Context: an optimization exercise on an open-source flow, tuned for small area. The choices shown serve that exercise and are no tape-out recipe.
Function was checked by simulation only, so behaviour that the tests miss may differ from the original.

==> flow/design.v, too long to show whole: its modules and the start of the top module <==
// module reset_synch: 15 lines
// module UART_tx: 78 lines
// module UART_rcv: 87 lines
// module UART: 12 lines
// module UART_wrapper: 56 lines
// module cmd_proc: 99 lines
// module maze_solve: 75 lines
// module navigate: 110 lines
// module SPI_mnrch: 99 lines
// module inertial_integrator: 118 lines
// module inert_intf: 108 lines
// module IR_math: 33 lines
// module I_term: 24 lines
// module D_term: 28 lines
// module P_term: 10 lines
// module PID: 36 lines
// module DutyScaleROM: 76 lines
// module PWM12: 26 lines
// module PWM8: 6 lines
// module MtrDrv: 34 lines
// module spd_scale: 158 lines
// module A2D_intf: 62 lines
// module sensor_intf: 259 lines
// module piezo_drv: 166 lines
// module MazeRunner: 110 lines
// module rc_add: 15 lines
// module rc_inc: 12 lines
// module rc_ge: 12 lines
module MazeRunner(
  input clk, RST_n,						 
  output INRT_SS_n,INRT_SCLK,INRT_MOSI,	 
  input INRT_MISO,						 
  input INRT_INT,						 
  output A2D_SS_n,A2D_SCLK,A2D_MOSI,	 
  input A2D_MISO,						 
  output lftPWM1,lftPWM2,				 
  output rghtPWM1,rghtPWM2,				 
  input RX,								 
  input hall_n,							 
  output TX,							 
  output piezo,piezo_n,					 
  output IR_lft_en,						 
  output IR_cntr_en,					 
  output IR_rght_en,					 
  output [7:0] LED
);
  // ...
==> flow/run.sh <==
#!/bin/bash
# synth_recipe.tcl (not shown) runs the flow's synth.tcl, then flattens the netlist and writes it again
# the make line also repeats each setting of config.mk as NAME=value (left out here)
make -C /OpenROAD-flow-scripts/flow DESIGN_CONFIG=/design/flow/config.mk WORK_HOME=/design/flow/orfs CLKGATE_MAP_FILE= SYNTH_SCRIPT=/design/flow/synth_recipe.tcl finish
==> flow/config.mk <==
export PLATFORM = sky130hd
export DESIGN_NAME = MazeRunner
export DESIGN_NICKNAME = MazeRunner
export VERILOG_FILES = /design/flow/design.v
export SDC_FILE = /design/flow/constraint.sdc
export NUM_CORES = 4
export LEC_CHECK = 0
export CAP_MARGIN = 20
export CORE_MARGIN = 2
export CORE_UTILIZATION = 40
export PLACE_DENSITY = 0.6
export SLEW_MARGIN = 20
==> flow/constraint.sdc <==
create_clock -name core_clock -period 27.0 [get_ports {clk}]
set_input_delay 5.4000 -clock core_clock [delete_from_list [all_inputs] [get_ports {clk}]]
set_output_delay 5.4000 -clock core_clock [all_outputs]
set_load 0.01 [all_outputs]
==> flow_summary_export.csv, run 1 <==
group,metric,value,unit
final_layout,multi_input_cells,3298,
floorplanning,ios,31,
floorplanning,num_rows,118,
critical_path,crit_start,"iIR.lft_IR[9]$_DFFE_PN0P_",
cts,path_clk_slew,0.06,ns
cts,htreeDepth,2,
drt,dr_wl_met3,5.51,mm
floorplanning,dieWidth,328,um
final_layout,largest_registers,"iNEMO.iINT.yaw_int (25), ICHRG.dur_hi (20), iNEMO.iINT.yaw_off (17)",
sta,hold_viol_final,0,
critical_path,crit_path_end_kind,"register",
cts,cts_made_buffers,61,
drt,via_per_inst,5.46,
drt,wl_met1,47.8,mm
synth,muxShareOfSynthArea,0.0499,
critical_path,worstSetupPathType,"register to register",
run_status,status,"complete, no violations",
critical_path,rr_worst_depth,95,
final_layout,drive_gt1_frac,0.0866,
final_layout,post-route-util,0.439,
flow_run,drv_cap,0,
critical_path,path_buf_inv,8,
sta,grt_setup_unrepaired,"no",
final_layout,dominant_cells,"multi-input gates",
sta,slew_viol_final,0,
floorplanning,start_util,0.405,
floorplanning,dieArea,0.108,mm^2
hold_path,worstHoldStart,"iRST.ff1$_DFF_NN0_",
critical_path,rr_startpoint,"iIR.lft_IR[9]$_DFFE_PN0P_",
critical_path,worst-path-stages,95,
critical_path,cpPeakStageDelay,0.69,ns
hold_path,hold_end,"iRST.rst_n$_DFF_NN0_",
final_layout,fin_cells,5896,
sta,skew,0.0553,ns
sta,fin_ws,2.85,ns
synth,yosysMostFrequentCell,"inv_1",
place,portBuffers,23,
==> module UART_rcv, before the edit <==
module UART_rcv(clk , rst_n ,clr_rdy , rx_data, rdy, RX);
input clk, RX, rst_n , clr_rdy;
output [7:0] rx_data;
output reg rdy;
typedef enum logic {IDLE , RCVNG} state_t;
logic start, shift ,receiving;
logic [3:0] bit_cnt, bit_cnt_inc;
logic [3:0] nxt_bit_cnt;
logic [11:0] baud_cnt, baud_cnt_dec;
logic [11:0] nxt_baud_cnt;
logic [8:0] shift_reg;
logic [8:0] nxt_shift_reg;
rc_inc #(4) iBITINC(.a(bit_cnt), .s(bit_cnt_inc));
rc_add #(12) iBAUDDEC(.a(baud_cnt), .b(12'hFFF), .ci(1'b0), .s(baud_cnt_dec), .co());
always_comb begin
casez ({start,shift})
2'b1?: nxt_bit_cnt = '0;
2'b01: nxt_bit_cnt = bit_cnt_inc;
2'b00: nxt_bit_cnt = bit_cnt;
endcase
end
always_ff @(posedge clk) begin
bit_cnt <= nxt_bit_cnt;
end
always_comb begin
casez ({(start || shift),receiving})
2'b1?: begin
       if(start == 1)
	   nxt_baud_cnt = 12'h516;
	   else
	   nxt_baud_cnt = 12'hA2C;
	   end
2'b01: nxt_baud_cnt = baud_cnt_dec;
2'b00: nxt_baud_cnt = baud_cnt;
endcase
end
always_ff @(posedge clk) begin
baud_cnt <= nxt_baud_cnt;
end
assign shift = (baud_cnt === 12'h000)?1'b1:1'b0;
always_comb begin
casez (shift)
1'b1: nxt_shift_reg = {RX,shift_reg[8:1]};
1'b0: nxt_shift_reg = shift_reg;
endcase
end
always_ff @(posedge clk) begin
shift_reg <= nxt_shift_reg;
end
assign rx_data = shift_reg[7:0];
state_t state, nxt_state;
logic set_rdy ;
always_comb begin
nxt_state = state;
receiving= 0;
set_rdy = 0;
unique case(state)
IDLE: if(start) begin
	  nxt_state = RCVNG;
	  end
RCVNG: begin
               receiving = 1;
               if(bit_cnt === 4'b1010) begin
               set_rdy = 1;
			   nxt_state = IDLE;
			   end
			   end
endcase
end
assign start = (state == IDLE && RX == 0)?1'b1:1'b0;
always_ff @(posedge clk, negedge rst_n) begin
if(!rst_n)
state <= IDLE;
else
state <= nxt_state;
end
always_ff @(posedge clk, negedge rst_n) begin
if(!rst_n)
rdy <= 1'b0;
else begin
	if(start | clr_rdy)
	rdy <= 1'b0;
	else if(set_rdy)
	rdy <= 1'b1;
end
end
endmodule
==> module UART, before the edit <==
module UART(clk,rst_n,RX,TX,rx_rdy,clr_rx_rdy,rx_data,trmt,tx_data,tx_done);
input clk,rst_n;		 
input RX,trmt;		 
input clr_rx_rdy;		 
input [7:0] tx_data;		 
output TX,rx_rdy,tx_done;	 
output [7:0] rx_data;		 
UART_tx iTX(.clk(clk), .rst_n(rst_n), .TX(TX), .trmt(trmt),
        .tx_data(tx_data), .tx_done(tx_done));
UART_rcv iRX(.clk(clk), .rst_n(rst_n), .RX(RX), .rdy(rx_rdy),
            .clr_rdy(clr_rx_rdy), .rx_data(rx_data));
endmodule
==> module UART_wrapper, before the edit <==
module UART_wrapper(clk, rst_n, RX, trmt, resp, tx_done, TX, clr_cmd_rdy, cmd, cmd_rdy);
input logic clk, rst_n, RX, trmt, clr_cmd_rdy;
input logic [7:0] resp;
output logic cmd_rdy, tx_done, TX;
output logic [15:0] cmd;
logic rx_rdy, clr_rdy, byte_sel;
logic [7:0] rx_data;
logic [7:0] ff_in;
logic [7:0]upperbyte;
logic set_cmd_rdy;
UART uart(.clk(clk),.rst_n(rst_n),.RX(RX),.TX(TX),.rx_rdy(rx_rdy),.clr_rx_rdy(clr_rdy),.rx_data(rx_data),.trmt(trmt),.tx_data(resp),.tx_done(tx_done));
typedef enum logic {IDLE , RCVNG} state_t; 
state_t state, nxt_state;
always_ff @(posedge clk) begin
	upperbyte <= (byte_sel)?rx_data:upperbyte;
end
always_ff @(posedge clk, negedge rst_n) begin
	if(!rst_n)
		state <= IDLE;
	else
		state <= nxt_state;
end
always_comb begin
	nxt_state = state ;
	set_cmd_rdy = 0;
	clr_rdy = 0;
	byte_sel = 0;
	case (state)
	IDLE:   begin
					  if(rx_rdy) begin
							byte_sel = 1;
							clr_rdy = 1;
							nxt_state = RCVNG;
						end
				  end
	RCVNG:  begin
					 if(rx_rdy) begin
						set_cmd_rdy = 1;
						clr_rdy = 1;
						nxt_state = IDLE;
					 end
					end
	endcase
end
always_ff @(posedge clk, negedge rst_n) begin
	if(!rst_n)
		cmd_rdy <= 0;
	else if(set_cmd_rdy)
		cmd_rdy <= 1;
	else if(rx_rdy)
		cmd_rdy <= 0;
	else if(clr_cmd_rdy)
		cmd_rdy <= 0;
end
assign cmd = {upperbyte,rx_data};
endmodule
==> module cmd_proc, before the edit <==
module cmd_proc(cmd, cmd_rdy, clk, rst_n, cal_done, sol_cmplt, mv_cmplt, dsrd_hdng, stp_lft, stp_rght,
								strt_mv,strt_hdng,cmd_md, strt_cal, clr_cmd_rdy, send_resp, in_cal);
	input logic [15:0] cmd;
	input logic cmd_rdy, clk, rst_n, cal_done, sol_cmplt, mv_cmplt;
	output logic [11:0] dsrd_hdng;
	output logic stp_lft, stp_rght, strt_mv, strt_hdng, cmd_md, strt_cal, clr_cmd_rdy, send_resp, in_cal;
	logic [11:0] new_hdng;
	logic new_stp_lft, new_stp_rght;
	logic change_dsrd_hdng, change_stp;
	typedef enum logic [1:0] {IDLE, WAIT_CAL, WAIT_MV, WAIT_SLV} state_t;
	state_t state , nxt_state;
	always_ff @(posedge clk, negedge rst_n) begin
		if(!rst_n)
			dsrd_hdng <= '0;
		else
			dsrd_hdng <= (change_dsrd_hdng)?new_hdng:dsrd_hdng;
	end
	always_ff @(posedge clk, negedge rst_n) begin
		if(!rst_n) begin
			stp_lft <= 0;
			stp_rght <= 0;
		end
		else begin
			stp_lft <= (change_stp)?new_stp_lft:stp_lft;
			stp_rght <= (change_stp)?new_stp_rght:stp_rght;
		end
	end
	always_ff @(posedge clk, negedge rst_n) begin
		if(!rst_n)
			state <= IDLE;
		else
			state <= nxt_state;
	end
	always_comb begin
		nxt_state = state;
		change_dsrd_hdng = 0;
		change_stp = 0;
		new_hdng = '0;
		new_stp_lft = 0;
		new_stp_rght = 0;
		strt_mv = 0;
		strt_hdng = 0;
		cmd_md = 1;
		strt_cal = 0;
		clr_cmd_rdy = 0;
		in_cal = 0;
		send_resp = 0;
		case (state)
			IDLE:	begin
							if(cmd_rdy) begin
								clr_cmd_rdy = 1;
								if(cmd[15:13] === 3'b000) begin
									strt_cal = 1;
									nxt_state = WAIT_CAL;
								end
								else if(cmd[15:13] === 3'b001) begin
									new_hdng = cmd[11:0];
									change_dsrd_hdng = 1;
									strt_hdng = 1;
									nxt_state = WAIT_MV;
								end
								else if(cmd[15:13] === 3'b010) begin
									strt_mv = 1;
									change_stp = 1;
									new_stp_lft = cmd[1];
									new_stp_rght = cmd[0];
									nxt_state = WAIT_MV;
								end
								else if(cmd[15:13] === 3'b011) begin
									cmd_md = 0;
									nxt_state = WAIT_SLV;
								end
								else 
									nxt_state = state;
							end
						end
			WAIT_CAL: begin
									in_cal = 1;
									if(cal_done) begin
										send_resp = 1;
										nxt_state = IDLE;
									end
								end
			WAIT_MV:	begin
									if(mv_cmplt) begin
										send_resp = 1;
										nxt_state = IDLE;
									end
								end
			WAIT_SLV: begin
									cmd_md = 0;
									if(sol_cmplt) begin
										send_resp = 1;
										nxt_state = IDLE;
									end
								end
		endcase
	end
endmodule
==> module maze_solve, before the edit <==
module maze_solve(cmd_md, cmd0, lft_opn, rght_opn, mv_cmplt,sol_cmplt, clk, rst_n,
									strt_hdng, dsrd_hdng, strt_mv, stp_lft, stp_rght);
	input logic cmd_md, cmd0, lft_opn, rght_opn, mv_cmplt, sol_cmplt, clk, rst_n;
	output logic strt_hdng, strt_mv, stp_lft, stp_rght;
	output logic [11:0] dsrd_hdng;
	logic [1:0] quad, new_quad;
	logic change_hdng;
	always_ff @(posedge clk, negedge rst_n) begin
		if(!rst_n)
			quad <= 2'b00;
		else if (change_hdng)
			quad <= new_quad;
	end
	always_comb
		case (quad)
			2'b00: dsrd_hdng = 12'h000;
			2'b01: dsrd_hdng = 12'h3FF;
			2'b10: dsrd_hdng = 12'h7FF;
			default: dsrd_hdng = 12'hC00;
		endcase
	assign stp_lft = cmd0;
	assign stp_rght = ~cmd0;
	typedef enum logic [2:0] {IDLE, WAIT_FRWRD, STRT_HDNG, NEW_HDNG, WAIT_HDNG} state_t;
	state_t state, nxt_state;
	always_comb begin
	nxt_state = state;
	change_hdng = 0;
	strt_hdng = 0;
	strt_mv = 0;
	new_quad = quad;
	case (state)
	IDLE: begin
			if(!cmd_md) begin
				strt_mv = 1;
				nxt_state = WAIT_FRWRD;
			end
			end
	WAIT_FRWRD: begin
					if(mv_cmplt) begin
						nxt_state = NEW_HDNG;
					end
				end
	NEW_HDNG: begin
				if(sol_cmplt)
					nxt_state = IDLE;
				else begin
					change_hdng = 1;
					nxt_state = STRT_HDNG;
					if (cmd0 ? lft_opn : (!rght_opn && lft_opn))
						new_quad = quad + 2'b01;		 
					else if (rght_opn)
						new_quad = quad - 2'b01;		 
					else
						new_quad = 2'b10;			 
				end
				end
	STRT_HDNG: begin
							strt_hdng = 1;
							nxt_state = WAIT_HDNG;
						end
	WAIT_HDNG: begin
							if(mv_cmplt) begin
							 strt_mv = 1;
							 nxt_state = WAIT_FRWRD;
							end
						end
	endcase
	end
	always_ff @(posedge clk, negedge rst_n) begin
		if(!rst_n)
			state <= IDLE;
		else
			state <= nxt_state;
	end
endmodule
==> module navigate, before the edit <==
module navigate(clk,rst_n,strt_hdng,strt_mv,stp_lft,stp_rght,mv_cmplt,hdng_rdy,moving,
                en_fusion,at_hdng,lft_opn,rght_opn,frwrd_opn,frwrd_spd);
  parameter FAST_SIM = 1;		 
  input clk,rst_n;					 
  input strt_hdng;					 
  input strt_mv;					 
  input stp_lft;					 
  input stp_rght;					 
  input hdng_rdy;					 
  output logic mv_cmplt;			 
  output logic moving;				 
  output en_fusion;					 
  input at_hdng;					 
  input lft_opn,rght_opn,frwrd_opn;	 
  output [10:0] frwrd_spd;		 
  logic lft_opn_rise , rght_opn_rise;
  logic q1,q2;  
  logic dec_frwrd, dec_frwrd_fast, inc_frwrd, init_frwrd;
  typedef enum logic [2:0] {IDLE ,HEADING, ACCELERATE, STOP, FASTSTOP} state_t;
  localparam MAX_FRWRD = 11'h2A0;		 
  localparam MIN_FRWRD = 11'h0D0;		 
  logic [6:0] fs;
  assign frwrd_spd = {1'b0,fs,3'b000};
  always_ff @(posedge clk, negedge rst_n)
    if (!rst_n)
	  fs <= 7'd0;
	else if (init_frwrd)
	  fs <= 7'd26;										 
	else if (hdng_rdy && inc_frwrd && (fs<7'd84))		 
	  fs <= fs + 7'd3;									 
	else if (hdng_rdy && (fs>7'd0) && (dec_frwrd | dec_frwrd_fast))
	  fs <= ((dec_frwrd_fast) && (fs>7'd24)) ? fs - 7'd24 :
                    (dec_frwrd_fast) ? 7'd0 :
	                (fs>7'd6) ? fs - 7'd6 :
					7'd0;
 always_ff @(posedge clk) begin
  q1 <= lft_opn;
  q2 <= rght_opn;
  end
  assign lft_opn_rise = (!q1 & lft_opn);
  assign rght_opn_rise = (!q2 & rght_opn);
  assign en_fusion = (fs > 7'd42);		 
  state_t state, nxt_state;
  always_comb begin 
  mv_cmplt = 0;
  moving = 0;
  dec_frwrd = 0;
  dec_frwrd_fast = 0;
  inc_frwrd = 0;
  init_frwrd = 0;
  nxt_state = state;
  case(state) 
  IDLE:  begin
         if(strt_hdng) begin
         nxt_state = HEADING;
		 end
		 if(strt_mv) begin
		 init_frwrd = 1;
		 nxt_state = ACCELERATE;
		 end
		 end
  HEADING:  begin
            if(at_hdng) begin
            mv_cmplt = 1;
			nxt_state = IDLE;
			end 
			else begin
			moving = 1;
			end
			end
  ACCELERATE: begin
             inc_frwrd = 1;
             moving = 1;
             if(!frwrd_opn) begin
			 nxt_state = FASTSTOP;
			 end
			 else if((lft_opn_rise && stp_lft) || (rght_opn_rise && stp_rght)) begin 
			 nxt_state = STOP;
			 end
			 end
   STOP:   begin 
           if(fs == 7'd0)begin
			mv_cmplt = 1;
			nxt_state = IDLE;
			end
			else begin
			dec_frwrd = 1;
			moving = 1;
			end
			end
   FASTSTOP: begin 
            if(fs == 7'd0)begin
			mv_cmplt = 1;
			nxt_state = IDLE;
			end
			else begin
			dec_frwrd_fast = 1;
			moving = 1;
			end
			end
   default: nxt_state = FASTSTOP;  
   endcase
   end
   always_ff @(posedge clk,negedge rst_n) begin
   if(!rst_n)
   state <= IDLE;
   else
   state <= nxt_state;
   end
    endmodule
==> module inertial_integrator, before the edit <==
module inertial_integrator(clk,rst_n,strt_cal,cal_done,vld,rdy,yaw_rt,
                           IR_Dtrm,heading,moving,en_fusion);
  parameter FAST_SIM = 1;		 
  input clk, rst_n;
  input strt_cal;						 
  input vld;							 
  input signed [15:0] yaw_rt;			 
  input [8:0] IR_Dtrm;					 
  input moving;							 
  input en_fusion;						 
  output logic cal_done;				 
  output reg rdy;
  output signed [11:0] heading;
  reg comp_smpl;						 
  reg vld_ff1,vld_ff2;				 
  logic clr_integrator;
  logic clr_smpl_cntr;
  logic en_smpl_cntr;
  logic compensate_offset;
  typedef enum reg[1:0] {IDLE,CALIBRATING,RUNNING} state_t;
  state_t state,nstate;
  reg signed [26:1] yaw_int;						 
  reg signed [18:1] yaw_off;						 
  reg [3:0] smpl_cntr;								 
  wire enough_smpls;
  wire [3:0] smpl_cntr_inc;
  rc_inc #(4) iSMPLINC(.a(smpl_cntr), .s(smpl_cntr_inc));
  wire signed [18:0] yaw_comp;
  wire signed [18:0] yaw_fusion;
  always_ff @(posedge clk, negedge rst_n)
    if (!rst_n)
	   state <= IDLE;
	 else
	   state <= nstate;
  always_comb begin
	 cal_done = 0;
	 clr_integrator = 0;
	 clr_smpl_cntr = 0;
	 en_smpl_cntr = 0;
	 compensate_offset = 0;
	 nstate = IDLE;
	 case (state)
	   IDLE : begin
		  if (strt_cal) begin
		    clr_integrator = 1;
			clr_smpl_cntr = 1;
		    nstate = CALIBRATING;
		  end else
		    nstate = IDLE;
		end
		CALIBRATING : begin
		  en_smpl_cntr = vld_ff1;
		  if (enough_smpls) begin
		    cal_done = 1;
			clr_integrator = 1;
			nstate = RUNNING;
		  end else
			nstate = CALIBRATING;
		end
		default : begin		 
		  compensate_offset = 1;
		  if (strt_cal) begin
			 clr_smpl_cntr = 1;
			 clr_integrator = 1;
			 nstate = CALIBRATING;
		  end else
		    nstate = RUNNING;
		end
	 endcase
  end
  always_ff @(posedge clk)
    if (vld)
      comp_smpl <= compensate_offset;
  wire [18:1] yaw_diff;
  rc_add #(18) iCOMP(.a({yaw_rt,2'b00}), .b(~yaw_off), .ci(1'b1), .s(yaw_diff), .co());
  assign yaw_comp = (comp_smpl) ? {yaw_diff,1'b0} : {{3{yaw_rt[15]}},yaw_rt};
  always @(posedge clk, negedge rst_n)
    if (!rst_n)
	  smpl_cntr <= 0;
	else if (clr_smpl_cntr)
	  smpl_cntr <= 0;
	else if (en_smpl_cntr)
	  smpl_cntr <= smpl_cntr_inc;
  assign enough_smpls = (smpl_cntr==4'h8) ? 1'b1 : 1'b0;
  always_ff @(posedge clk, negedge rst_n)
    if (!rst_n) begin
	  vld_ff1 <= 1'b0;
	  vld_ff2 <= 1'b0;
	  rdy <= 1'b0;
	end else begin
      vld_ff1 <= vld;
      vld_ff2 <= vld_ff1;
	  rdy <= vld_ff2;
	end
  wire [15:3] fus_raw;
  rc_add #(13) iFUS(.a({{4{IR_Dtrm[8]}},IR_Dtrm}), .b(~{IR_Dtrm,4'h0}), .ci(1'b1), .s(fus_raw), .co());
  assign yaw_fusion = (en_fusion) ? {{3{fus_raw[15]}},fus_raw,3'b000} : 19'h00000;
  wire [20:0] yaw_inc;
  rc_add #(18) iINC(.a({yaw_comp[18],yaw_comp[18:2]}), .b({{2{yaw_fusion[18]}},yaw_fusion[18:3]}), .ci(1'b0), .s(yaw_inc[20:3]), .co());
  assign yaw_inc[2:0] = {yaw_comp[1:0],1'b0};
  wire [26:1] yaw_int_nxt;
  rc_add #(26) iINT(.a(yaw_int), .b({{5{yaw_inc[20]}},yaw_inc}), .ci(1'b0), .s(yaw_int_nxt), .co());
  always @(posedge clk, negedge rst_n)
    if (!rst_n) begin
	  yaw_int <= 0;
	end else if (clr_integrator) begin
	  yaw_int <= 0;
	end else if ((vld_ff2) && ((!compensate_offset) || (moving))) begin
	  yaw_int  <= yaw_int_nxt;
	end
  always @(posedge clk, negedge rst_n)
    if (!rst_n) begin
	  yaw_off <= 18'h00000;
	end else if (cal_done) begin
	  yaw_off <= yaw_int[18:1];		 
	end
	assign heading = yaw_int[26:15];
endmodule
==> module inert_intf, before the edit <==
module inert_intf(clk,rst_n,strt_cal,cal_done,heading,rdy,IR_Dtrm,
                  SS_n,SCLK,MOSI,MISO,INT,moving,en_fusion,tmr);
  parameter FAST_SIM = 0;	 
  input logic clk, rst_n;
  input logic MISO;							 
  input logic INT;							 
  input logic strt_cal;						 
  input logic moving;							 
  input logic en_fusion;						 
  input logic [8:0] IR_Dtrm;					 
  input logic [15:0] tmr;						 
  output logic cal_done;				 
  output logic signed [11:0] heading;	 
  output logic rdy;					 
  output logic SS_n,SCLK,MOSI;		 
  logic done;
  logic [15:0] inert_data;		 
  logic signed [15:0] yaw_rt;
  logic C_Y_H, C_Y_L, wrt, vld;
  logic  [15:0] wt_data;
  logic [7:0] yawL;
  logic [7:0] yawH;
  logic ff1_INT, ff2_INT;
  always_ff @(posedge clk) begin
    if(C_Y_L)
      yawL <= inert_data[7:0];
  end
  always_ff @(posedge clk) begin
    if(C_Y_H)
      yawH <= inert_data[7:0];
  end
  always_ff @(posedge clk) begin
		ff1_INT <= INT;
		ff2_INT <= ff1_INT;
  end
	assign yaw_rt = {yawH,yawL};
  typedef enum logic [2:0] {INIT1, INIT2,INIT3, WAIT,READH, READL, DONE} state_t; 
  state_t state, nxt_state;
  SPI_mnrch iSPI(.clk(clk),.rst_n(rst_n),.SS_n(SS_n),.SCLK(SCLK),
                 .MISO(MISO),.MOSI(MOSI),.wrt(wrt),.done(done),
				 .rd_data(inert_data),.wt_data(wt_data));
  inertial_integrator #(FAST_SIM) iINT(.clk(clk), .rst_n(rst_n), .strt_cal(strt_cal),
                        .vld(vld),.rdy(rdy),.cal_done(cal_done), .yaw_rt(yaw_rt),.moving(moving),
						.en_fusion(en_fusion),.IR_Dtrm(IR_Dtrm),.heading(heading));
  always_comb begin
  nxt_state = state;
  C_Y_H = 0;
  C_Y_L = 0;
  wrt = 0;
  vld = 0;
  wt_data = 16'h0000;
  case (state)
  INIT1: begin
          wt_data = 16'h0D02;
          if(&tmr) begin
            wrt = 1;
            nxt_state = INIT2;
          end
         end
  INIT2: begin
          wt_data = 16'h1160;
          if(done) begin 
						wrt = 1;
						nxt_state = INIT3;
          end
         end
  INIT3: begin
          wt_data = 16'h1440;
          if(done) begin 
						wrt = 1;
						nxt_state = WAIT;
          end
				 end
  WAIT:  begin
          if(ff2_INT) begin
            wt_data = 16'hA700;
            wrt = 1;
            nxt_state = READH;
          end
				 end
  READH: begin
          if(done) begin
						C_Y_H = 1;
						wt_data = 16'hA600;
						wrt = 1;
						nxt_state = READL;
          end
         end
	READL: begin
          if(done) begin
						C_Y_L = 1;
						nxt_state = DONE;
          end
         end
	DONE:  begin
          vld = 1;
          nxt_state = WAIT;
         end 
	default: nxt_state = INIT1;
  endcase
  end
  always_ff @(posedge clk, negedge rst_n) begin
	if(!rst_n)
		state <= INIT1;
	else
		state <= nxt_state;
  end
endmodule
==> module IR_math, before the edit <==
module IR_math(lft_opn, rght_opn,lft_IR,rght_IR, IR_Dtrm,en_fusion,dsrd_hdng,dsrd_hdng_adj);
parameter NOM_IR = 12'h970;
input signed  lft_opn , rght_opn;
input   [11:0]lft_IR;
input   [11:0]rght_IR;
input signed  [8:0]IR_Dtrm;
input signed  en_fusion;
input signed  [11:0]dsrd_hdng;
output signed  [11:0]dsrd_hdng_adj;
logic signed [12:0] diff_lftright;
logic signed [12:0] diff_lftNOM;
logic signed [12:0] diff_NOMright;
logic signed [11:0]mux0;
logic signed [11:0]mux1;
logic signed [11:0]mux2;
assign diff_lftright = lft_IR - rght_IR;
assign diff_lftNOM = lft_IR - NOM_IR;
assign diff_NOMright = NOM_IR - rght_IR;
assign mux0 = (rght_opn)?diff_lftNOM[11:0]:diff_lftright[12:1];
assign mux1 = (lft_opn)?diff_NOMright[11:0]:mux0;
assign mux2 = (lft_opn&&rght_opn)?12'h000:mux1;
logic signed [12:0]extmux2;
assign extmux2 = {{6{mux2[11]}},mux2[11:5]};
logic signed [12:0]extIR_Dtrm;
assign extIR_Dtrm =  {{4{IR_Dtrm[8]}},IR_Dtrm[6:0],2'b00};
logic [12:0]sum_extmux2_extDterm;
assign sum_extmux2_extDterm = extIR_Dtrm + extmux2;
logic signed [12:0]div2sum_extmux2_extDterm;
assign div2sum_extmux2_extDterm = {sum_extmux2_extDterm[12],sum_extmux2_extDterm[12:1]};
logic signed [12:0]fin; 
assign fin = div2sum_extmux2_extDterm + dsrd_hdng;
assign dsrd_hdng_adj = (en_fusion)?fin[11:0]:dsrd_hdng;
endmodule
==> module D_term, before the edit <==
module D_term(err_sat, hdng_vld, rst_n, clk ,D_term);
	input signed [9:0] err_sat;
	input hdng_vld, rst_n, clk;
	output signed [12:0] D_term;
	localparam signed [4:0]D_COEFF = 5'h0E;
	logic signed [9:0] d1;
	logic signed [9:0] d2;
	logic signed [9:0] q1;
	logic signed [9:0] q2;
	logic signed [10:0]diff;
	logic signed [7:0]diff_sat;
	assign d1 = (hdng_vld)?err_sat:q1;
	assign d2 = (hdng_vld)?q1:q2;
	always_ff @(posedge clk, negedge rst_n) begin
		if(!rst_n) begin
			q1 <= 0;
			q2 <= 0;
		end
		else begin
			q1 <= d1;
			q2 <= d2;
		end
	end
	assign diff = err_sat - q2;
	assign diff_sat = (diff[10] === 0 && |diff[9:7])?8'b01111111:
									  (diff[10] === 1 && !(&diff[9:7]))?8'b10000000:diff[7:0];
	assign D_term = diff_sat * D_COEFF;
endmodule
==> module P_term, before the edit <==
module P_term(error, P_term_out);
	input signed [11:0] error;
	output signed [13:0] P_term_out;
	localparam signed [3:0] P_COEFF = 4'h3;
	logic signed [9:0] err_sat;
	assign err_sat = (error[11] === 0 && |error[10:9])?10'b0111111111:
									 (error[11] === 1 && !(&error[10:9]))?10'b1000000000:
										error[9:0];
	assign P_term_out =  P_COEFF * err_sat;
endmodule
==> module PID, before the edit <==
module PID(actl_hdng , dsrd_hdng , lft_spd , rght_spd , clk, rst_n ,moverflowing , hdng_vld, frwrd_spd , at_hdng);
	input signed [11:0] actl_hdng;
	input signed [11:0] dsrd_hdng;
	input signed [10:0] frwrd_spd;
	input clk, rst_n, moverflowing, hdng_vld;
	output signed [11:0] lft_spd;
	output signed [11:0] rght_spd;
	output at_hdng;
	localparam signed [9:0]low_err_pos = 10'b0000011110;
	localparam signed [9:0]low_err_neg = 10'b1111100010;
	logic signed [9:0] err_sat;
	logic signed [11:0] error;
	logic signed [13:0] P_term_out;
	logic signed [11:0] I_term_out;
	logic signed [12:0] D_term_out;
	logic signed [11:0] ext_frwrd_spd;
	logic signed [15:0] sum;
	logic signed [14:0] ext_P_term_out;
	logic signed [14:0] ext_D_term_out;
	logic signed [14:0] ext_I_term_out;
	assign error[11:0] = actl_hdng - dsrd_hdng;
	assign ext_frwrd_spd = {1'b0,frwrd_spd} ;
	assign err_sat = (error[11] === 0 && |error[10:9])?10'b0111111111:
									 (error[11] === 1 && !(&error[10:9]))?10'b1000000000:
										error[9:0];
	P_term P(.error(error) , .P_term_out(P_term_out));
	assign ext_P_term_out = {P_term_out[13],P_term_out} ;
	I_term I(.err_sat(err_sat),.moverflowing(moverflowing),.hdng_vld(hdng_vld),.clk(clk),.rst_n(rst_n),.I_term(I_term_out));
	assign ext_I_term_out = {{3{I_term_out[11]}},I_term_out} ;
	D_term D(.err_sat(err_sat), .hdng_vld(hdng_vld), .rst_n(rst_n), .clk(clk) ,.D_term(D_term_out));
	assign ext_D_term_out = {{2{D_term_out[12]}},D_term_out} ;
	assign sum = ext_D_term_out + ext_I_term_out + ext_P_term_out ;
	assign lft_spd =  (moverflowing)? sum[14:3] +  ext_frwrd_spd : 12'h000;
	assign rght_spd =  (moverflowing)?  ext_frwrd_spd - sum[14:3]: 12'h000;
	assign at_hdng = (err_sat < low_err_pos && err_sat > low_err_neg);
endmodule
==> inputs of run 2 (changes only) <==
--- a/flow/design.v
+++ b/flow/design.v
@@ -93,5 +93,6 @@
 endmodule
-module UART_rcv(clk , rst_n ,clr_rdy , rx_data, rdy, RX);
+module UART_rcv(clk , rst_n ,clr_rdy , rx_data, rx_data_n, rdy, RX);
 input clk, RX, rst_n , clr_rdy;
 output [7:0] rx_data;
+output [7:0] rx_data_n;		 
 output reg rdy;
@@ -143,2 +144,3 @@
 assign rx_data = shift_reg[7:0];
+assign rx_data_n = nxt_shift_reg[7:0];
 state_t state, nxt_state;
@@ -180,3 +182,3 @@
 endmodule
-module UART(clk,rst_n,RX,TX,rx_rdy,clr_rx_rdy,rx_data,trmt,tx_data,tx_done);
+module UART(clk,rst_n,RX,TX,rx_rdy,clr_rx_rdy,rx_data,rx_data_n,trmt,tx_data,tx_done);
 input clk,rst_n;		 
@@ -186,3 +188,4 @@
 output TX,rx_rdy,tx_done;	 
-output [7:0] rx_data;		 
+output [7:0] rx_data;
+output [7:0] rx_data_n;		 
 UART_tx iTX(.clk(clk), .rst_n(rst_n), .TX(TX), .trmt(trmt),
@@ -190,5 +193,5 @@
 UART_rcv iRX(.clk(clk), .rst_n(rst_n), .RX(RX), .rdy(rx_rdy),
-            .clr_rdy(clr_rx_rdy), .rx_data(rx_data));
+            .clr_rdy(clr_rx_rdy), .rx_data(rx_data), .rx_data_n(rx_data_n));
 endmodule
-module UART_wrapper(clk, rst_n, RX, trmt, resp, tx_done, TX, clr_cmd_rdy, cmd, cmd_rdy);
+module UART_wrapper(clk, rst_n, RX, trmt, resp, tx_done, TX, clr_cmd_rdy, cmd, cmd_rdy, cmd_n, cmd_rdy_n);
 input logic clk, rst_n, RX, trmt, clr_cmd_rdy;
@@ -197,4 +200,7 @@
 output logic [15:0] cmd;
+output logic [15:0] cmd_n;		 
+output logic cmd_rdy_n;
 logic rx_rdy, clr_rdy, byte_sel;
-logic [7:0] rx_data;
+logic [7:0] rx_data, rx_data_n;
+logic [7:0] upperbyte_n;
 logic [7:0] ff_in;
@@ -202,7 +208,8 @@
 logic set_cmd_rdy;
-UART uart(.clk(clk),.rst_n(rst_n),.RX(RX),.TX(TX),.rx_rdy(rx_rdy),.clr_rx_rdy(clr_rdy),.rx_data(rx_data),.trmt(trmt),.tx_data(resp),.tx_done(tx_done));
+UART uart(.clk(clk),.rst_n(rst_n),.RX(RX),.TX(TX),.rx_rdy(rx_rdy),.clr_rx_rdy(clr_rdy),.rx_data(rx_data),.rx_data_n(rx_data_n),.trmt(trmt),.tx_data(resp),.tx_done(tx_done));
 typedef enum logic {IDLE , RCVNG} state_t; 
 state_t state, nxt_state;
+assign upperbyte_n = (byte_sel)?rx_data:upperbyte;
 always_ff @(posedge clk) begin
-	upperbyte <= (byte_sel)?rx_data:upperbyte;
+	upperbyte <= upperbyte_n;
 end
@@ -236,2 +243,3 @@
 end
+assign cmd_rdy_n = set_cmd_rdy | (cmd_rdy & ~rx_rdy & ~clr_cmd_rdy);
 always_ff @(posedge clk, negedge rst_n) begin
@@ -239,14 +247,16 @@
 		cmd_rdy <= 0;
-	else if(set_cmd_rdy)
-		cmd_rdy <= 1;
-	else if(rx_rdy)
-		cmd_rdy <= 0;
-	else if(clr_cmd_rdy)
-		cmd_rdy <= 0;
+	else
+		cmd_rdy <= cmd_rdy_n;
 end
 assign cmd = {upperbyte,rx_data};
+assign cmd_n = {upperbyte_n,rx_data_n};
 endmodule
 module cmd_proc(cmd, cmd_rdy, clk, rst_n, cal_done, sol_cmplt, mv_cmplt, dsrd_hdng, stp_lft, stp_rght,
-								strt_mv,strt_hdng,cmd_md, strt_cal, clr_cmd_rdy, send_resp, in_cal);
+								strt_mv,strt_hdng,cmd_md, strt_cal, clr_cmd_rdy, send_resp, in_cal,
+								cmd_n, cmd_rdy_n, cmd_md_n, dsrd_hdng_n);
 	input logic [15:0] cmd;
+	input logic [15:0] cmd_n;			 
+	input logic cmd_rdy_n;
+	output logic cmd_md_n;				 
+	output logic [11:0] dsrd_hdng_n;
 	input logic cmd_rdy, clk, rst_n, cal_done, sol_cmplt, mv_cmplt;
@@ -259,2 +269,3 @@
 	state_t state , nxt_state;
+	assign dsrd_hdng_n = (change_dsrd_hdng)?new_hdng:dsrd_hdng;
 	always_ff @(posedge clk, negedge rst_n) begin
@@ -263,4 +274,6 @@
 		else
-			dsrd_hdng <= (change_dsrd_hdng)?new_hdng:dsrd_hdng;
+			dsrd_hdng <= dsrd_hdng_n;
 	end
+	assign cmd_md_n = !((nxt_state == WAIT_SLV) ||
+	                    ((nxt_state == IDLE) && cmd_rdy_n && (cmd_n[15:13] == 3'b011)));
 	always_ff @(posedge clk, negedge rst_n) begin
@@ -348,3 +361,3 @@
 module maze_solve(cmd_md, cmd0, lft_opn, rght_opn, mv_cmplt,sol_cmplt, clk, rst_n,
-									strt_hdng, dsrd_hdng, strt_mv, stp_lft, stp_rght);
+									strt_hdng, dsrd_hdng, strt_mv, stp_lft, stp_rght, dsrd_hdng_n);
 	input logic cmd_md, cmd0, lft_opn, rght_opn, mv_cmplt, sol_cmplt, clk, rst_n;
@@ -352,4 +365,7 @@
 	output logic [11:0] dsrd_hdng;
+	output logic [11:0] dsrd_hdng_n;		 
 	logic [1:0] quad, new_quad;
 	logic change_hdng;
+	logic [1:0] quad_n;
+	assign quad_n = (change_hdng) ? new_quad : quad;
 	always_ff @(posedge clk, negedge rst_n) begin
@@ -357,12 +373,15 @@
 			quad <= 2'b00;
-		else if (change_hdng)
-			quad <= new_quad;
+		else
+			quad <= quad_n;
 	end
-	always_comb
-		case (quad)
-			2'b00: dsrd_hdng = 12'h000;
-			2'b01: dsrd_hdng = 12'h3FF;
-			2'b10: dsrd_hdng = 12'h7FF;
-			default: dsrd_hdng = 12'hC00;
+	function automatic [11:0] quad_hdng(input [1:0] q);
+		case (q)
+			2'b00: quad_hdng = 12'h000;
+			2'b01: quad_hdng = 12'h3FF;
+			2'b10: quad_hdng = 12'h7FF;
+			default: quad_hdng = 12'hC00;
 		endcase
+	endfunction
+	assign dsrd_hdng = quad_hdng(quad);
+	assign dsrd_hdng_n = quad_hdng(quad_n);
 	assign stp_lft = cmd0;
@@ -423,3 +442,3 @@
 module navigate(clk,rst_n,strt_hdng,strt_mv,stp_lft,stp_rght,mv_cmplt,hdng_rdy,moving,
-                en_fusion,at_hdng,lft_opn,rght_opn,frwrd_opn,frwrd_spd);
+                en_fusion,at_hdng,lft_opn,rght_opn,frwrd_opn,frwrd_spd,en_fusion_n);
   parameter FAST_SIM = 1;		 
@@ -433,3 +452,4 @@
   output logic moving;				 
-  output en_fusion;					 
+  output en_fusion;
+  output en_fusion_n;				 
   input at_hdng;					 
@@ -445,11 +465,10 @@
   assign frwrd_spd = {1'b0,fs,3'b000};
-  always_ff @(posedge clk, negedge rst_n)
-    if (!rst_n)
-	  fs <= 7'd0;
-	else if (init_frwrd)
-	  fs <= 7'd26;										 
+  logic [6:0] fs_n;
+  always_comb
+	if (init_frwrd)
+	  fs_n = 7'd26;										 
 	else if (hdng_rdy && inc_frwrd && (fs<7'd84))		 
-	  fs <= fs + 7'd3;									 
+	  fs_n = fs + 7'd3;									 
 	else if (hdng_rdy && (fs>7'd0) && (dec_frwrd | dec_frwrd_fast))
-	  fs <= ((dec_frwrd_fast) && (fs>7'd24)) ? fs - 7'd24 :
+	  fs_n = ((dec_frwrd_fast) && (fs>7'd24)) ? fs - 7'd24 :
                     (dec_frwrd_fast) ? 7'd0 :
@@ -457,2 +476,10 @@
 					7'd0;
+	else
+	  fs_n = fs;
+  always_ff @(posedge clk, negedge rst_n)
+    if (!rst_n)
+	  fs <= 7'd0;
+	else
+	  fs <= fs_n;
+  assign en_fusion_n = (fs_n > 7'd42);
  always_ff @(posedge clk) begin
@@ -632,3 +659,3 @@
 module inertial_integrator(clk,rst_n,strt_cal,cal_done,vld,rdy,yaw_rt,
-                           IR_Dtrm,heading,moving,en_fusion);
+                           IR_Dtrm,heading,moving,en_fusion,heading_n);
   parameter FAST_SIM = 1;		 
@@ -644,2 +671,3 @@
   output signed [11:0] heading;
+  output [11:0] heading_n;				 
   reg comp_smpl;						 
@@ -736,7 +764,9 @@
 	  yaw_int <= 0;
-	end else if (clr_integrator) begin
-	  yaw_int <= 0;
-	end else if ((vld_ff2) && ((!compensate_offset) || (moving))) begin
-	  yaw_int  <= yaw_int_nxt;
+	end else begin
+	  yaw_int <= yaw_int_n;
 	end
+  wire [26:1] yaw_int_n;
+  assign yaw_int_n = (clr_integrator) ? 26'h0 :
+                     ((vld_ff2) && ((!compensate_offset) || (moving))) ? yaw_int_nxt : yaw_int;
+  assign heading_n = yaw_int_n[26:15];
   always @(posedge clk, negedge rst_n)
@@ -750,3 +780,3 @@
 module inert_intf(clk,rst_n,strt_cal,cal_done,heading,rdy,IR_Dtrm,
-                  SS_n,SCLK,MOSI,MISO,INT,moving,en_fusion,tmr);
+                  SS_n,SCLK,MOSI,MISO,INT,moving,en_fusion,tmr,heading_n);
   parameter FAST_SIM = 0;	 
@@ -761,2 +791,3 @@
   output logic cal_done;				 
+  output logic [11:0] heading_n;		 
   output logic signed [11:0] heading;	 
@@ -792,3 +823,3 @@
                         .vld(vld),.rdy(rdy),.cal_done(cal_done), .yaw_rt(yaw_rt),.moving(moving),
-						.en_fusion(en_fusion),.IR_Dtrm(IR_Dtrm),.heading(heading));
+						.en_fusion(en_fusion),.IR_Dtrm(IR_Dtrm),.heading(heading),.heading_n(heading_n));
   always_comb begin
@@ -857,34 +888,32 @@
 endmodule
-module IR_math(lft_opn, rght_opn,lft_IR,rght_IR, IR_Dtrm,en_fusion,dsrd_hdng,dsrd_hdng_adj);
+module IR_math(en_fusion,dsrd_hdng,IR_corr,dsrd_hdng_adj);
+input en_fusion;
+input [11:0] dsrd_hdng;
+input [11:0] IR_corr;			 
+output [11:0] dsrd_hdng_adj;
+wire [11:0] sum;
+rc_add #(12) iADJ(.a(dsrd_hdng), .b(IR_corr), .ci(1'b0), .s(sum), .co());
+assign dsrd_hdng_adj = (en_fusion) ? sum : dsrd_hdng;
+endmodule
+module IR_corr(lft_IR,rght_IR,IR_Dtrm,corr);
 parameter NOM_IR = 12'h970;
-input signed  lft_opn , rght_opn;
 input   [11:0]lft_IR;
 input   [11:0]rght_IR;
-input signed  [8:0]IR_Dtrm;
-input signed  en_fusion;
-input signed  [11:0]dsrd_hdng;
-output signed  [11:0]dsrd_hdng_adj;
-logic signed [12:0] diff_lftright;
-logic signed [12:0] diff_lftNOM;
-logic signed [12:0] diff_NOMright;
-logic signed [11:0]mux0;
-logic signed [11:0]mux1;
-logic signed [11:0]mux2;
-assign diff_lftright = lft_IR - rght_IR;
-assign diff_lftNOM = lft_IR - NOM_IR;
-assign diff_NOMright = NOM_IR - rght_IR;
-assign mux0 = (rght_opn)?diff_lftNOM[11:0]:diff_lftright[12:1];
-assign mux1 = (lft_opn)?diff_NOMright[11:0]:mux0;
-assign mux2 = (lft_opn&&rght_opn)?12'h000:mux1;
-logic signed [12:0]extmux2;
-assign extmux2 = {{6{mux2[11]}},mux2[11:5]};
-logic signed [12:0]extIR_Dtrm;
-assign extIR_Dtrm =  {{4{IR_Dtrm[8]}},IR_Dtrm[6:0],2'b00};
-logic [12:0]sum_extmux2_extDterm;
-assign sum_extmux2_extDterm = extIR_Dtrm + extmux2;
-logic signed [12:0]div2sum_extmux2_extDterm;
-assign div2sum_extmux2_extDterm = {sum_extmux2_extDterm[12],sum_extmux2_extDterm[12:1]};
-logic signed [12:0]fin; 
-assign fin = div2sum_extmux2_extDterm + dsrd_hdng;
-assign dsrd_hdng_adj = (en_fusion)?fin[11:0]:dsrd_hdng;
+input   [8:0]IR_Dtrm;
+output  [11:0]corr;
+localparam OPEN_THRES = 12'hD30;
+wire lft_opn, rght_opn;
+assign lft_opn = (lft_IR>OPEN_THRES);
+assign rght_opn = (rght_IR>OPEN_THRES);
+wire [11:0] x, y;
+wire [12:0] diff;
+assign x = lft_opn ? NOM_IR : lft_IR;
+assign y = (rght_opn && !lft_opn) ? NOM_IR : rght_IR;
+rc_add #(13) iDIFF(.a({1'b0,x}), .b(~{1'b0,y}), .ci(1'b1), .s(diff), .co());
+wire [11:5] mux2;
+assign mux2 = (lft_opn&&rght_opn) ? 7'h00 :
+              (lft_opn||rght_opn) ? diff[11:5] : diff[12:6];
+wire [12:1] sum;
+rc_add #(12) iSUM(.a({{4{IR_Dtrm[8]}},IR_Dtrm[6:0],1'b0}), .b({{6{mux2[11]}},mux2[11:6]}), .ci(1'b0), .s(sum), .co());
+assign corr = sum[12:1];
 endmodule
@@ -937,20 +966,20 @@
 	end
-	assign diff = err_sat - q2;
+	rc_add #(11) iDIFF(.a({err_sat[9],err_sat}), .b(~{q2[9],q2}), .ci(1'b1), .s(diff), .co());
 	assign diff_sat = (diff[10] === 0 && |diff[9:7])?8'b01111111:
 									  (diff[10] === 1 && !(&diff[9:7]))?8'b10000000:diff[7:0];
-	assign D_term = diff_sat * D_COEFF;
+	wire [11:0] d14;
+	rc_add #(12) iD14(.a({diff_sat,4'h0}), .b(~{{3{diff_sat[7]}},diff_sat,1'b0}), .ci(1'b1), .s(d14), .co());
+	assign D_term = {d14[11],d14};
 endmodule
-module P_term(error, P_term_out);
-	input signed [11:0] error;
+module P_term(err_sat, P_term_out);
+	input signed [9:0] err_sat;
 	output signed [13:0] P_term_out;
 	localparam signed [3:0] P_COEFF = 4'h3;
-	logic signed [9:0] err_sat;
-	assign err_sat = (error[11] === 0 && |error[10:9])?10'b0111111111:
-									 (error[11] === 1 && !(&error[10:9]))?10'b1000000000:
-										error[9:0];
-	assign P_term_out =  P_COEFF * err_sat;
-endmodule
-module PID(actl_hdng , dsrd_hdng , lft_spd , rght_spd , clk, rst_n ,moverflowing , hdng_vld, frwrd_spd , at_hdng);
-	input signed [11:0] actl_hdng;
-	input signed [11:0] dsrd_hdng;
+	wire [11:0] p3;
+	rc_add #(12) iP3(.a({{2{err_sat[9]}},err_sat}), .b({err_sat[9],err_sat,1'b0}), .ci(1'b0), .s(p3), .co());
+	assign P_term_out = {{2{p3[11]}},p3};
+endmodule
+module PID(actl_hdng_n , dsrd_hdng_n , lft_spd , rght_spd , clk, rst_n ,moverflowing , hdng_vld, frwrd_spd , at_hdng);
+	input signed [11:0] actl_hdng_n;
+	input signed [11:0] dsrd_hdng_n;
 	input signed [10:0] frwrd_spd;
@@ -962,4 +991,4 @@
 	localparam signed [9:0]low_err_neg = 10'b1111100010;
-	logic signed [9:0] err_sat;
-	logic signed [11:0] error;
+	logic signed [9:0] err_sat, err_sat_n;
+	logic signed [11:0] error_n;
 	logic signed [13:0] P_term_out;
@@ -972,8 +1001,13 @@
 	logic signed [14:0] ext_I_term_out;
-	assign error[11:0] = actl_hdng - dsrd_hdng;
+	rc_add #(12) iERR(.a(actl_hdng_n), .b(~dsrd_hdng_n), .ci(1'b1), .s(error_n), .co());
+	assign err_sat_n = (error_n[11] === 0 && |error_n[10:9])?10'b0111111111:
+									 (error_n[11] === 1 && !(&error_n[10:9]))?10'b1000000000:
+										error_n[9:0];
+	always_ff @(posedge clk, negedge rst_n)
+		if (!rst_n)
+			err_sat <= 10'h000;
+		else
+			err_sat <= err_sat_n;
 	assign ext_frwrd_spd = {1'b0,frwrd_spd} ;
-	assign err_sat = (error[11] === 0 && |error[10:9])?10'b0111111111:
-									 (error[11] === 1 && !(&error[10:9]))?10'b1000000000:
-										error[9:0];
-	P_term P(.error(error) , .P_term_out(P_term_out));
+	P_term P(.err_sat(err_sat) , .P_term_out(P_term_out));
 	assign ext_P_term_out = {P_term_out[13],P_term_out} ;
@@ -983,5 +1017,11 @@
 	assign ext_D_term_out = {{2{D_term_out[12]}},D_term_out} ;
-	assign sum = ext_D_term_out + ext_I_term_out + ext_P_term_out ;
-	assign lft_spd =  (moverflowing)? sum[14:3] +  ext_frwrd_spd : 12'h000;
-	assign rght_spd =  (moverflowing)?  ext_frwrd_spd - sum[14:3]: 12'h000;
+	wire [13:0] sum_di, sum_dip;
+	rc_add #(14) iS1(.a({{2{D_term_out[11]}},D_term_out[11:0]}), .b({{2{I_term_out[11]}},I_term_out}), .ci(1'b0), .s(sum_di), .co());
+	rc_add #(14) iS2(.a(sum_di), .b({{2{P_term_out[11]}},P_term_out[11:0]}), .ci(1'b0), .s(sum_dip), .co());
+	assign sum = {{2{sum_dip[13]}},sum_dip};
+	wire [11:0] lft_sum, rght_dif;
+	rc_add #(12) iLFT(.a(sum[14:3]), .b(ext_frwrd_spd), .ci(1'b0), .s(lft_sum), .co());
+	rc_add #(12) iRGHT(.a(ext_frwrd_spd), .b(~sum[14:3]), .ci(1'b1), .s(rght_dif), .co());
+	assign lft_spd =  (moverflowing)? lft_sum : 12'h000;
+	assign rght_spd =  (moverflowing)? rght_dif : 12'h000;
 	assign at_hdng = (err_sat < low_err_pos && err_sat > low_err_neg);
@@ -1286,3 +1326,3 @@
   assign lc[11] = (fs46 & fc45) | (lc[10] & (fs46 | fc45));
-  assign div = {1'b1, ~spd[11], hs57, fs56, fs55, fs54, fs53, fs52, fs51, fs50, fs49, fs48, fs47} + {1'b0, hc57, fc56, fc55, fc54, fc53, fc52, fc51, fc50, fc49, fc48, fc47, fc46} + {12'd0, lc[11]};
+  rc_add #(13) iHI(.a({1'b1, ~spd[11], hs57, fs56, fs55, fs54, fs53, fs52, fs51, fs50, fs49, fs48, fs47}), .b({1'b0, hc57, fc56, fc55, fc54, fc53, fc52, fc51, fc50, fc49, fc48, fc47, fc46}), .ci(lc[11]), .s(div), .co());
 endmodule
@@ -1353,3 +1393,3 @@
 				   frwrd_opn,batt_low,A2D_SS_n,
-				   A2D_SCLK,A2D_MOSI,A2D_MISO,tmr);
+				   A2D_SCLK,A2D_MOSI,A2D_MISO,tmr,IR_corr_n);
   parameter FAST_SIM = 1'b1;
@@ -1371,2 +1411,3 @@
   input [10:0] tmr;						 
+  output [11:0] IR_corr_n;				 
   typedef enum reg [2:0] {LFT_STTL,LFT_CPTR,CNTR_STTL,CNTR_CPTR,RGHT_STTL,
@@ -1466,4 +1507,4 @@
   rc_add #(10) iDSUM(.a({lft_IR_Dtrm[8],lft_IR_Dtrm}), .b(~{rght_IR_Dtrm[8],rght_IR_Dtrm}), .ci(1'b1), .s(IR_Dtrm_sum), .co());
-  always_ff @(posedge clk)
-    IR_Dtrm <= ((lft_opn) && (rght_opn)) ? 9'h000 :		 
+  wire [8:0] IR_Dtrm_n;
+  assign IR_Dtrm_n = ((lft_opn) && (rght_opn)) ? 9'h000 :		 
               (lft_opn) ? ~{rght_IR_Dtrm[8],rght_IR_Dtrm[8:1]} :				 
@@ -1471,2 +1512,8 @@
 	      IR_Dtrm_sum[9:1];
+  always_ff @(posedge clk)
+    IR_Dtrm <= IR_Dtrm_n;
+  wire [11:0] lft_IR_n, rght_IR_n;
+  assign lft_IR_n = capture_lft ? IR_new : lft_IR;
+  assign rght_IR_n = capture_rght ? IR_new : rght_IR;
+  IR_corr #(NOM_IR) iCORR(.lft_IR(lft_IR_n), .rght_IR(rght_IR_n), .IR_Dtrm(IR_Dtrm_n), .corr(IR_corr_n));
   always_ff @(posedge clk, negedge rst_n)
@@ -1811,2 +1858,6 @@
   wire [11:0] lft_IR,rght_IR;			 
+  wire [11:0] IR_corr_n;				 
+  wire [15:0] cmd_n;					 
+  wire cmd_rdy_n, cmd_md_n, en_fusion_n;
+  wire [11:0] dsrd_hdng_cmd_n, dsrd_hdng_slv_n, dsrd_hdng_n, dsrd_hdng_adj_n, actl_hdng_n;
   wire [8:0] IR_Dtrm; 					 
@@ -1839,3 +1890,4 @@
                .trmt(send_resp), .tx_done(resp_sent),
-			   .cmd_rdy(cmd_rdy), .cmd(cmd), .clr_cmd_rdy(clr_cmd_rdy));
+			   .cmd_rdy(cmd_rdy), .cmd(cmd), .clr_cmd_rdy(clr_cmd_rdy),
+			   .cmd_n(cmd_n), .cmd_rdy_n(cmd_rdy_n));
   cmd_proc iCMD(.clk(clk),.rst_n(rst_n),.cmd(cmd),.cmd_rdy(cmd_rdy),
@@ -1845,3 +1897,3 @@
 		   .stp_rght(stp_rght_cmd),.mv_cmplt(mv_cmplt),.sol_cmplt(sol_cmplt),
-		   .in_cal(LED[0]));
+		   .in_cal(LED[0]),.cmd_n(cmd_n),.cmd_rdy_n(cmd_rdy_n),.cmd_md_n(cmd_md_n),.dsrd_hdng_n(dsrd_hdng_cmd_n));
   maze_solve iSLV(.clk(clk),.rst_n(rst_n),.cmd0(cmd[0]),.cmd_md(cmd_md),
@@ -1850,4 +1902,5 @@
 			 .stp_lft(stp_lft_slv),.stp_rght(stp_rght_slv),.mv_cmplt(mv_cmplt)
-			 ,.sol_cmplt(sol_cmplt));
+			 ,.sol_cmplt(sol_cmplt),.dsrd_hdng_n(dsrd_hdng_slv_n));
   assign dsrd_hdng = (cmd_md) ? dsrd_hdng_cmd : dsrd_hdng_slv;
+  assign dsrd_hdng_n = (cmd_md_n) ? dsrd_hdng_cmd_n : dsrd_hdng_slv_n;
   assign strt_hdng = (cmd_md) ? strt_hdng_cmd : strt_hdng_slv;
@@ -1859,3 +1912,3 @@
 				.moving(moving),.en_fusion(en_fusion),.at_hdng(at_hdng),.lft_opn(lft_opn),
-				.rght_opn(rght_opn),.frwrd_opn(frwrd_opn),.frwrd_spd(frwrd_spd));
+				.rght_opn(rght_opn),.frwrd_opn(frwrd_opn),.frwrd_spd(frwrd_spd),.en_fusion_n(en_fusion_n));
   assign LED[7:1] = 7'h00;	 
@@ -1864,7 +1917,6 @@
 			 .SS_n(INRT_SS_n),.SCLK(INRT_SCLK),.MOSI(INRT_MOSI),.MISO(INRT_MISO),
-			 .INT(INRT_INT),.moving(moving),.en_fusion(en_fusion),.tmr(tmr));
-  IR_math #(NOM_IR) iIR_adj(.lft_opn(lft_opn),.rght_opn(rght_opn),.lft_IR(lft_IR),.rght_IR(rght_IR),
-                            .IR_Dtrm(IR_Dtrm),.en_fusion(en_fusion),.dsrd_hdng(dsrd_hdng),
-				            .dsrd_hdng_adj(dsrd_hdng_adj));
-  PID iCNTRL(.clk(clk),.rst_n(rst_n),.moverflowing(moving),.dsrd_hdng(dsrd_hdng_adj),.actl_hdng(actl_hdng),
+			 .INT(INRT_INT),.moving(moving),.en_fusion(en_fusion),.tmr(tmr),.heading_n(actl_hdng_n));
+  IR_math iIR_adj(.en_fusion(en_fusion_n),.dsrd_hdng(dsrd_hdng_n),.IR_corr(IR_corr_n),
+				            .dsrd_hdng_adj(dsrd_hdng_adj_n));
+  PID iCNTRL(.clk(clk),.rst_n(rst_n),.moverflowing(moving),.dsrd_hdng_n(dsrd_hdng_adj_n),.actl_hdng_n(actl_hdng_n),
              .hdng_vld(hdng_rdy),.at_hdng(at_hdng),.frwrd_spd(frwrd_spd),.lft_spd(lft_spd),
@@ -1881,3 +1933,3 @@
 						  .A2D_SS_n(A2D_SS_n),.A2D_SCLK(A2D_SCLK),
-						  .A2D_MOSI(A2D_MOSI),.A2D_MISO(A2D_MISO),.tmr(tmr[10:0]));
+						  .A2D_MOSI(A2D_MOSI),.A2D_MISO(A2D_MISO),.tmr(tmr[10:0]),.IR_corr_n(IR_corr_n));
   piezo_drv #(FAST_SIM) ICHRG(.clk(clk),.rst_n(rst_n),.batt_low(batt_low),.fanfare(sol_cmplt),
--- a/flow/config.mk
+++ b/flow/config.mk
@@ -10,2 +10,3 @@
 export CORE_UTILIZATION = 40
+export CTS_BUF_LIST = sky130_fd_sc_hd__clkbuf_4 sky130_fd_sc_hd__clkbuf_8
 export PLACE_DENSITY = 0.6
==> run 2 against run 1 <==
Net effect:
- setup slack better by 3.6 ns
- clock skew is 0.049 ns higher
- routed wire length is 9.9% lower
- non-clock buffer count is 13 higher
- cell count is 3.8% lower
- via count is 6.4% lower
- sequential cell count is 10 higher
- fmax is 17% higher
- clock-buffer cell count is 56 higher
- final area is 3.8% lower
- sequential share of layout area is 1.6 points higher
- critical path type unchanged
- highest routed layer is now met5
==> flow_summary_export.csv, run 2 <==
group,metric,value,unit
critical_path,worstPathMaxFanout,22,
cts,cts_max_path_buffers,3,
cts,cts_tree,"yes",
sta,period_minus_slack,20.58,ns
synth,synth_compound_gate_area_share,0.152,
synth,synth_xor_area_frac,0.00937,
cts,cts_setup_buffers,0,
place,place.detailed.hpwl,67.3,mm
floorplanning,dieWidth,322,um
synth,syn_area,0.0405,mm^2
synth,muxShareOfSynthArea,0.0457,
cts,path_clk_slew,0.06,ns
synth,synth-seq-area-share,0.324,
sta,tightest_slew,1.06,ns
drt,vias,30100,
sta,fin_setup_tns,0,ns
drt,wirelength,92.9,mm
cts,htreeDepth,3,
run_status,status,"complete, no violations",
drt,first_iter_violations,2352,
critical_path,crit_required,27.57,ns
grt,grt_max_degree,143,
critical_path,cp_common_cell,"fa_1",
critical_path,crit_start,"iCNTRL.err_sat[0]$_DFF_PN0_",
synth,synth_flop_cell,"dfrtp_1",
final_layout,drive_gt1_frac,0.0958,
synth,syn_avg_cell_area,9.27,um^2
cts,cts_made_buffers,91,
drt,via_per_inst,5.31,
critical_path,cpPeakStageDelay,0.55,ns
critical_path,worstSetupPathType,"register to register",
synth,yosys.area_share.simple,0.138,
place,place_congestion,0.880,
final_layout,fill_cells,9745,
final_layout,final_common_cell,"inv_1",
floorplanning,core,0.100,mm^2
sta,slew_viol_final,0,
cts,cts_root_buf,"clkbuf_8",
critical_path,crit_path_end_kind,"register",
floorplanning,start_util,0.404,
floorplanning,die_h,322,um
drt,wl_per_cell,16.4,um
synth,yosysMostFrequentCell,"inv_1",
grt,track_usage,0.184,
final_layout,largest_register,"iNEMO.iINT.yaw_int",
sta,max_freq,48.6,MHz
drt,drc_errors,0,
synth,syn-instance-count,4366,
cts,insertion_delay,0.72,ns
floorplanning,num_rows,116,
grt,grt_pass1_vias,29600,
synth,async_reset_ff_frac,0.667,
sta,slew_headroom,0.291,
hold_path,worstHoldStart,"iRST.ff1$_DFF_NN0_",
synth,synth_fa_ha_area_frac,0.257,
flow_run,drv_cap,0,
synth,netlist.area_leader.share,0.210,
grt,antenna_found_initial,2,
sta,grt_setup_unrepaired,"no",
synth,synth_warnings,19,
floorplanning,ios,31,
final_layout,area_delta_synth_final,8.37,%
cts,cts_resized,0,
hold_path,min_path_type,"register to register",
grt,grt-ovfl-total,0,
sta,timing.hold.ws,0.298,ns
synth,netlist_top_cells_count,"inv_1, nand2_1, nor2_1",
final_layout,largest_reg_flops,25,
drt,postRouteAntennaNets,0,
synth,synth_top_area_cell,"dfrtp_1",
floorplanning,dieArea,0.104,mm^2
cts,clock-sinks,526,
sta,setup_violations,0,
place,portBuffers,23,
synth,synth-seq-cells,526,
sta,period_share,0.762,
final_layout,mostFrequentLayoutCells,"inv_1, nand2_1, nor2_1",
sta,skew,0.104,ns
final_layout,largest_registers,"iNEMO.iINT.yaw_int (25), ICHRG.dur_hi (20), iNEMO.iINT.yaw_off (17)",
critical_path,cp_slowest_cell,"fa_1",
synth,synth_edf_count,83,
critical_path,crit_path_start_kind,"register",
drt,drt_pre_antenna_iters,6,
cts,ctsHoldBuffers,0,
critical_path,worstPathArrival,21.15,ns
critical_path,rr_startpoint,"iCNTRL.err_sat[0]$_DFF_PN0_",
final_layout,final_nets,4903,
grt,grt_pass1_wl,157,mm
synth,ys_types,98,
synth,synth_top_family_by_area,"adder cells",
sta,hold_viol_final,0,
synth,synth_area_leaders,"dfrtp_1, fa_1, ha_1, edfxtp_1, inv_1",
==> run 2: cell types whose count changed after synthesis, moves of 29 or more <==
cell,delta
ha_1,-109
nand2_1,+99
fa_1,+86
nor2_1,+75
xnor2_1,-66
a21oi_1,-43
o21ai_0,-31
o22ai_1,+31
a21o_1,-30
clkbuf_1,+29
==> run 2: area by class of cell <==
class / count / area, um^2 / share of cell area
clock inverter: 28 / 205 / 0.00468
clock buffer: 144 / 1770 / 0.0403
multi-input combinational: 3071 / 24400 / 0.557
sequential: 526 / 13100 / 0.299
timing repair buffer: 89 / 738 / 0.0168
antenna: 1 / 2.50 / 0.0000571
tap: 1298 / 1620 / 0.0370
inverter: 516 / 1940 / 0.0442
==> run 2: per-layer routing <==
layer  routed length (um)  vias to the layer above  track usage
met1                44400                    14700        0.267
met5                   13                        -            0
met3                 4550                      120       0.0250
met4                 1640                        2       0.0440
li1                     -                    14600            -
met2                42300                      664        0.291
==> run 2: path summary, 6_finish.rpt <==
check                                               end  slack [ns]  cells after the start
max in group asynchronous          iRST.rst_n$_DFF_NN0_        8.52                      1
min                                iRST.rst_n$_DFF_NN0_        0.30                      0
min in group asynchronous     iIR.vbatt1[3]$_DFFE_PN0P_       13.77                      0
max reg2reg                iMTR.lftPWM.PWM2$_DFFE_PN0P_        6.42                     77
min reg2reg                        iRST.rst_n$_DFF_NN0_        0.30                      0
max                        iMTR.lftPWM.PWM2$_DFFE_PN0P_        6.42                     77
==> run 2: logic make-up after synthesis <==
| group | count (synthesis) |
|---|---|
| fa+ha+maj | 625 |
| other cells | 2 |
| flops | 526 |
| compound gates | 981 |
| xor+xnor | 39 |
| simple gates | 1250 |
| mux | 168 |
| buf+inv | 775 |
==> run 2: per-stage QoR <==
step,instances,setup WS (ns),util,cell area (um^2)
detailed placement,5500,6.39,0.418,41900
global route,5673,5.05,0.438,43900
CTS,5672,6.37,0.438,43900
floorplan,4372,2.92,-,40500
global placement,5500,6.71,0.418,41900
finish,5673,6.42,0.438,43900
==> run 2: worst max-delay path: cells and delay by family, from the launching register on <==
kind                     cells  cell delay, ns
flip-flops                   1            0.43
AO/OA/AOI/OAI               10            1.95
AND/OR/NAND/NOR              9            1.52
buffers and inverters       17            1.33
adder cells (fa/ha/maj)     41           15.20
